What follows belongs to an exercise in optimizing a design on an open flow for small area and a short achievable clock period; a production flow would make more cautious choices.
RTL that was checked went through simulation tests only; none was proved equivalent to the original.
Power figures rest on the tool's default switching activity, not on a simulated workload.

## Top_Module
module Top_Module(
    input clk,
    input wire [31:0] Num1,
    input wire [31:0] Num2,
    output reg [31:0] out
);
    wire [24:0] be = {1'b1, Num2[22:0], 1'b0};
    reg [11:0] bo, bt, bn;         
    reg [22:0] ma;
    reg [7:0]  ea1, eb1;
    reg        fa1, fb1, s1;
    integer k;
    always @(posedge clk) begin
        for (k = 0; k < 12; k = k + 1) begin
            bo[k] <= be[2*k+1] ^ be[2*k];
            bt[k] <= (be[2*k+2] & ~be[2*k+1] & ~be[2*k]) | (~be[2*k+2] & be[2*k+1] & be[2*k]);
            bn[k] <= be[2*k+2];
        end
        ma  <= Num1[22:0];
        ea1 <= Num1[30:23];
        eb1 <= Num2[30:23];
        fa1 <= (Num1[22:0] == 23'd0);
        fb1 <= (Num2[22:0] == 23'd0);
        s1  <= Num1[31] ^ Num2[31];
    end
    wire zero1 = (ea1 == 8'h00);
    wire zero2 = (eb1 == 8'h00);
    wire max1  = (ea1 == 8'hFF);
    wire max2  = (eb1 == 8'hFF);
    wire inf1  = max1 & fa1;
    wire inf2  = max2 & fb1;
    wire is_nan = (max1 & ~fa1) | (max2 & ~fb1) | (inf1 & zero2) | (inf2 & zero1);
    wire is_inf = inf1 | inf2;
    wire is_zero = zero1 | zero2;
    wire [9:0] esum = {2'b00, ea1} + {2'b00, eb1} - 10'd127;
    wire [9:0] e2 = (is_nan | is_inf) ? 10'd383 : is_zero ? 10'h380 : esum;
    wire pp_0_0 = bn[0] ^ ((bo[0] & ma[0]));
    wire pp_0_1 = bn[0] ^ ((bo[0] & ma[1]) | (bt[0] & ma[0]));
    wire pp_0_2 = bn[0] ^ ((bo[0] & ma[2]) | (bt[0] & ma[1]));
    wire pp_0_3 = bn[0] ^ ((bo[0] & ma[3]) | (bt[0] & ma[2]));
    wire pp_0_4 = bn[0] ^ ((bo[0] & ma[4]) | (bt[0] & ma[3]));
  ...
clock: 11.0 ns
lec_check: 0
cap_margin: 20
core_margin: 2
core_utilization: 40
slew_margin: 20
synth_hierarchical: 1
synth_minimum_keep_size: 0
standard.sh (not shown) runs the stock make flow with config.mk's settings and CLKGATE_MAP_FILE= SYNTH_SCRIPT=/design/flow/synth_recipe.tcl, a recipe that flattens the netlist after the stock synthesis.
==> flow/flow/run.sh <==
#!/bin/bash
# Standard layout with port buffers of a faster cell and timing repair aimed
# below the clock period (a tighter repair target; constraints unchanged).
M=${SETUP_MARGIN:-7.5}
bash standard.sh SETUP_SLACK_MARGIN=$M "BUFFER_PORTS_ARGS=-buffer_cell sky130_fd_sc_hd__buf_2" finish > standard.log 2>&1
Then changed:
==> flow/run.sh (new file) <==
#!/bin/bash
# synth_recipe.tcl (not shown) runs the flow's synth.tcl, then flattens the netlist and writes it again
# the make line also repeats each setting of config.mk as NAME=value (left out here)
make -C /OpenROAD-flow-scripts/flow DESIGN_CONFIG=/design/flow/config.mk WORK_HOME=/design/flow/orfs CLKGATE_MAP_FILE= SYNTH_SCRIPT=/design/flow/synth_recipe.tcl finish
--- a/flow/config.mk
+++ b/flow/config.mk
@@ -7,0 +8 @@
+export ABC_CLOCK_PERIOD_IN_PS = 2500
removed: flow/flow/run.sh
removed: flow/standard.sh
After rerunning:
- The changed run finished with timing, DRC and antenna clean
- power is lower by a little under a tenth
- setup slack got worse by 1.6 ns
- worst hold slack gets worse by 0.0035 ns
- global-route usage shrinks by 2.8 points
- non-clock buffer count falls by 148
- maximum frequency goes down by a quarter to a third
- final area went down by about a fifth
Then changed:
==> flow/flow/run.sh (new file) <==
#!/bin/bash
# standard layout, full log kept in this folder
bash standard.sh > standard.log 2>&1
==> flow/standard.sh (new file) <==
#!/bin/bash
# synth_recipe.tcl (not shown) runs the flow's synth.tcl, then flattens the netlist and writes it again
# the make line also repeats each setting of config.mk as NAME=value (left out here)
make -C /OpenROAD-flow-scripts/flow DESIGN_CONFIG=/design/flow/config.mk WORK_HOME=/design/flow/orfs CLKGATE_MAP_FILE= SYNTH_SCRIPT=/design/flow/synth_recipe.tcl "${@:-finish}"
--- a/flow/config.mk
+++ b/flow/config.mk
@@ -8 +7,0 @@
-export ABC_CLOCK_PERIOD_IN_PS = 2500
removed: flow/run.sh
=>
- utilization does not change
- area after synthesis is unchanged
- via count does not change
- clock-buffer cell count does not change
- worst setup slack is unchanged
Then changed:
==> flow/run.sh (new file) <==
#!/bin/bash
# synth_recipe.tcl (not shown) runs the flow's synth.tcl, then flattens the netlist and writes it again
# the make line also repeats each setting of config.mk as NAME=value (left out here)
make -C /OpenROAD-flow-scripts/flow DESIGN_CONFIG=/design/flow/config.mk WORK_HOME=/design/flow/orfs CLKGATE_MAP_FILE= SYNTH_SCRIPT=/design/flow/synth_recipe.tcl finish
removed: flow/flow/run.sh
removed: flow/standard.sh
Result:
- setup slack does not change
- synthesized cell count stays the same
- maximum frequency is unchanged
- global-route usage stays the same
- total power does not change
No run of this note included a check of the RTL's function; only the layout flow was run.

Top_Module, a different RTL version from the one above (not shown whole).
For scale: about 2,000 cells after synthesis, ~270 flip-flops.
clock: 11.0 ns
lec_check: 0
cap_margin: 20
core_margin: 2
core_utilization: 62
cts_cluster_diameter: 100
cts_cluster_size: 20
place_density: 0.72
slew_margin: 20
synth_hierarchical: 1
synth_minimum_keep_size: 0
==> flow/flow/run.sh <==
#!/bin/bash
# Standard layout (the standard.sh) with changes to how it is made only:
# port buffers are inserted by flow/ports.tcl (buf_1 on inputs, buf_2 on
# outputs) instead of the default cell choice, and timing repair aims for a
# setup slack of 7.85 ns instead of 0. The clock period and all constraints are
# unchanged. Full tool output goes to standard.log.
bash standard.sh SETUP_SLACK_MARGIN=7.85 DONT_BUFFER_PORTS=1 "PRE_GLOBAL_PLACE_TCL=$(pwd)/flow/ports.tcl" finish > standard.log 2>&1
==> flow/flow/ports.tcl <==
# Port buffers: every input and every output port gets a buffer, as in the
# standard flow; inputs a buf_1, outputs a buf_2.
buffer_ports -inputs -buffer_cell sky130_fd_sc_hd__buf_1
buffer_ports -outputs -buffer_cell sky130_fd_sc_hd__buf_2
The first run went through all stages and came out clean.
Change:
==> flow/flow/run.sh (replaced) <==
#!/bin/bash
# Standard layout (the standard.sh) with two changes to how it is made:
# port buffers use buf_2 instead of the default delay-cell choice, and timing
# repair aims for a setup slack of 7.85 ns instead of 0. The clock period and
# all constraints are unchanged. Full tool output goes to standard.log.
bash standard.sh SETUP_SLACK_MARGIN=7.85 "BUFFER_PORTS_ARGS=-buffer_cell sky130_fd_sc_hd__buf_2" finish > standard.log 2>&1
CORE_UTILIZATION = 55   (was 62)
PLACE_DENSITY = unset   (was 0.72)
removed: flow/flow/ports.tcl
Hold slack degrades by 0.0050 ns.
Routed wire length came out higher slightly.
Sequential cell count does not change.
Setup slack got worse by 0.057 ns.
Total power came out higher slightly.
Cell count goes up by a little under a tenth.
Via count falls slightly.
First-iteration DRC count is lower by a quarter to a third.
Change:
CAP_MARGIN = 5   (was 20)
CTS_CLUSTER_DIAMETER = 120   (was 100)
CTS_CLUSTER_SIZE = 30   (was 20)
SLEW_MARGIN = 5   (was 20)
Effect: The changed run passed the timing, DRC and antenna checks. Combinational power is about the same. Final cell count fell by 0.63%. Power fell by 0.70%. Maximum frequency came out higher by 0.34%. Wire length barely changes. Core utilization falls by 0.53 points.
Change:
CAP_MARGIN = 20   (was 5)
CORE_UTILIZATION = 62   (was 55)
CTS_CLUSTER_DIAMETER = 100   (was 120)
CTS_CLUSTER_SIZE = 20   (was 30)
PLACE_DENSITY = 0.72   (was unset)
SLEW_MARGIN = 20   (was 5)
After rerunning: The changed run produced a clean layout. Final area went down slightly. Worst setup slack stays flat. Flip-flop and latch count does not change. Wire length shrinks slightly. Utilization rose by 7.7 points. Non-clock buffer count goes down by 4. Sequential share of layout area increases by 0.17 points. Via count increases by a few percent.
Change:
==> flow/flow/run.sh (replaced) <==
#!/bin/bash
# Standard layout (the standard.sh) with changes to how it is made only:
# port buffers are inserted by flow/ports.tcl (buf_1 on inputs, buf_2 on
# outputs) instead of the default cell choice, and timing repair aims for a
# setup slack of 7.85 ns instead of 0. The clock period and all constraints are
# unchanged. Full tool output goes to standard.log.
bash standard.sh SETUP_SLACK_MARGIN=7.85 DONT_BUFFER_PORTS=1 "PRE_GLOBAL_PLACE_TCL=$(pwd)/flow/ports.tcl" finish > standard.log 2>&1
==> flow/flow/ports.tcl (new file) <==
# Port buffers: every input and every output port gets a buffer, as in the
# standard flow; inputs a buf_1, outputs a buf_2.
buffer_ports -inputs -buffer_cell sky130_fd_sc_hd__buf_1
buffer_ports -outputs -buffer_cell sky130_fd_sc_hd__buf_2
CORE_UTILIZATION = 55   (was 62)
PLACE_DENSITY = unset   (was 0.72)
What happened:
- The new run ran to the end with no violations
- final cell count falls by 0.89%
- count of clock-buffer cells in the layout stays the same
- setup slack hardly moves
- die area rises by 12%
- sequential power barely changes
- total power falls by 1.4%
- wire length rises by 1.7%
- final area falls by 2.0%
- maximum frequency stays flat
Change:
==> flow/flow/run.sh (replaced) <==
#!/bin/bash
# Standard layout (the standard.sh) with two changes to how it is made:
# port buffers use buf_2 instead of the default delay-cell choice, and timing
# repair aims for a setup slack of 7.85 ns instead of 0. The clock period and
# all constraints are unchanged. Full tool output goes to standard.log.
bash standard.sh SETUP_SLACK_MARGIN=7.85 "BUFFER_PORTS_ARGS=-buffer_cell sky130_fd_sc_hd__buf_2" finish > standard.log 2>&1
CTS_CLUSTER_DIAMETER = 120   (was 100)
CTS_CLUSTER_SIZE = 30   (was 20)
removed: flow/flow/ports.tcl
Outcome: The changed run produced a clean layout. Die area is unchanged. Total power went up by 1.7%. Utilization rose by 1.5 points. Sequential share of layout area came out lower by 0.48 points. Hold slack improved by 0.031 ns. Clock power fell by 8.8%.

==> afterwards: timing with drivers on the ports <==
How much do the figures lean on ideal ports? The routed layouts below were timed once more, with nothing changed but the port constraints.
Step 1 (the two cells are an assumption about what drives the block):
set clk [get_ports {clk}]
set_driving_cell -lib_cell sky130_fd_sc_hd__clkbuf_16 $clk
set_driving_cell -lib_cell sky130_fd_sc_hd__buf_2 [delete_from_list [all_inputs] $clk]
Step 2, shift: input delay + t, output delay - t, t = (earliest + latest rising clock arrival at the registers) / 2. This alone moves slack from input paths to output paths.
Three values: ideal, step 1, step 2; two values: the first two.
run | shift t [ns] | setup WS [ns] | slew at the worst register clock pin (ns) | worst data-port slew with drivers (ns) | cell pins on the clock port's net
the first run of note 1 | 0.630 | 7.101 / 7.101 / 7.101 | 0.07 / 0.07 | 0.04 | 1
the second run of note 1 | 0.618 | 5.493 / 5.493 / 5.493 | 0.07 / 0.07 | 0.04 | 1
the third run of note 1 | 0.618 | 5.493 / 5.493 / 5.493 | 0.07 / 0.07 | 0.04 | 1
the fourth run of note 1 | 0.618 | 5.493 / 5.493 / 5.493 | 0.07 / 0.07 | 0.04 | 1
the first run of note 2 | 0.574 | 7.858 / 7.833 / 7.858 | 0.09 / 0.09 | 0.15 | 1
the second run of note 2 | 0.579 | 7.801 / 7.767 / 7.801 | 0.09 / 0.09 | 0.05 | 1
the third run of note 2 | 0.575 | 7.812 / 7.766 / 7.812 | 0.12 / 0.12 | 0.05 | 1
the fourth run of note 2 | 0.579 | 7.810 / 7.773 / 7.810 | 0.09 / 0.09 | 0.05 | 1
the fifth run of note 2 | 0.578 | 7.808 / 7.808 / 7.808 | 0.09 / 0.09 | 0.14 | 1
the sixth run of note 2 | 0.575 | 7.812 / 7.766 / 7.812 | 0.12 / 0.12 | 0.05 | 1
After both steps every run listed still meets setup and hold.
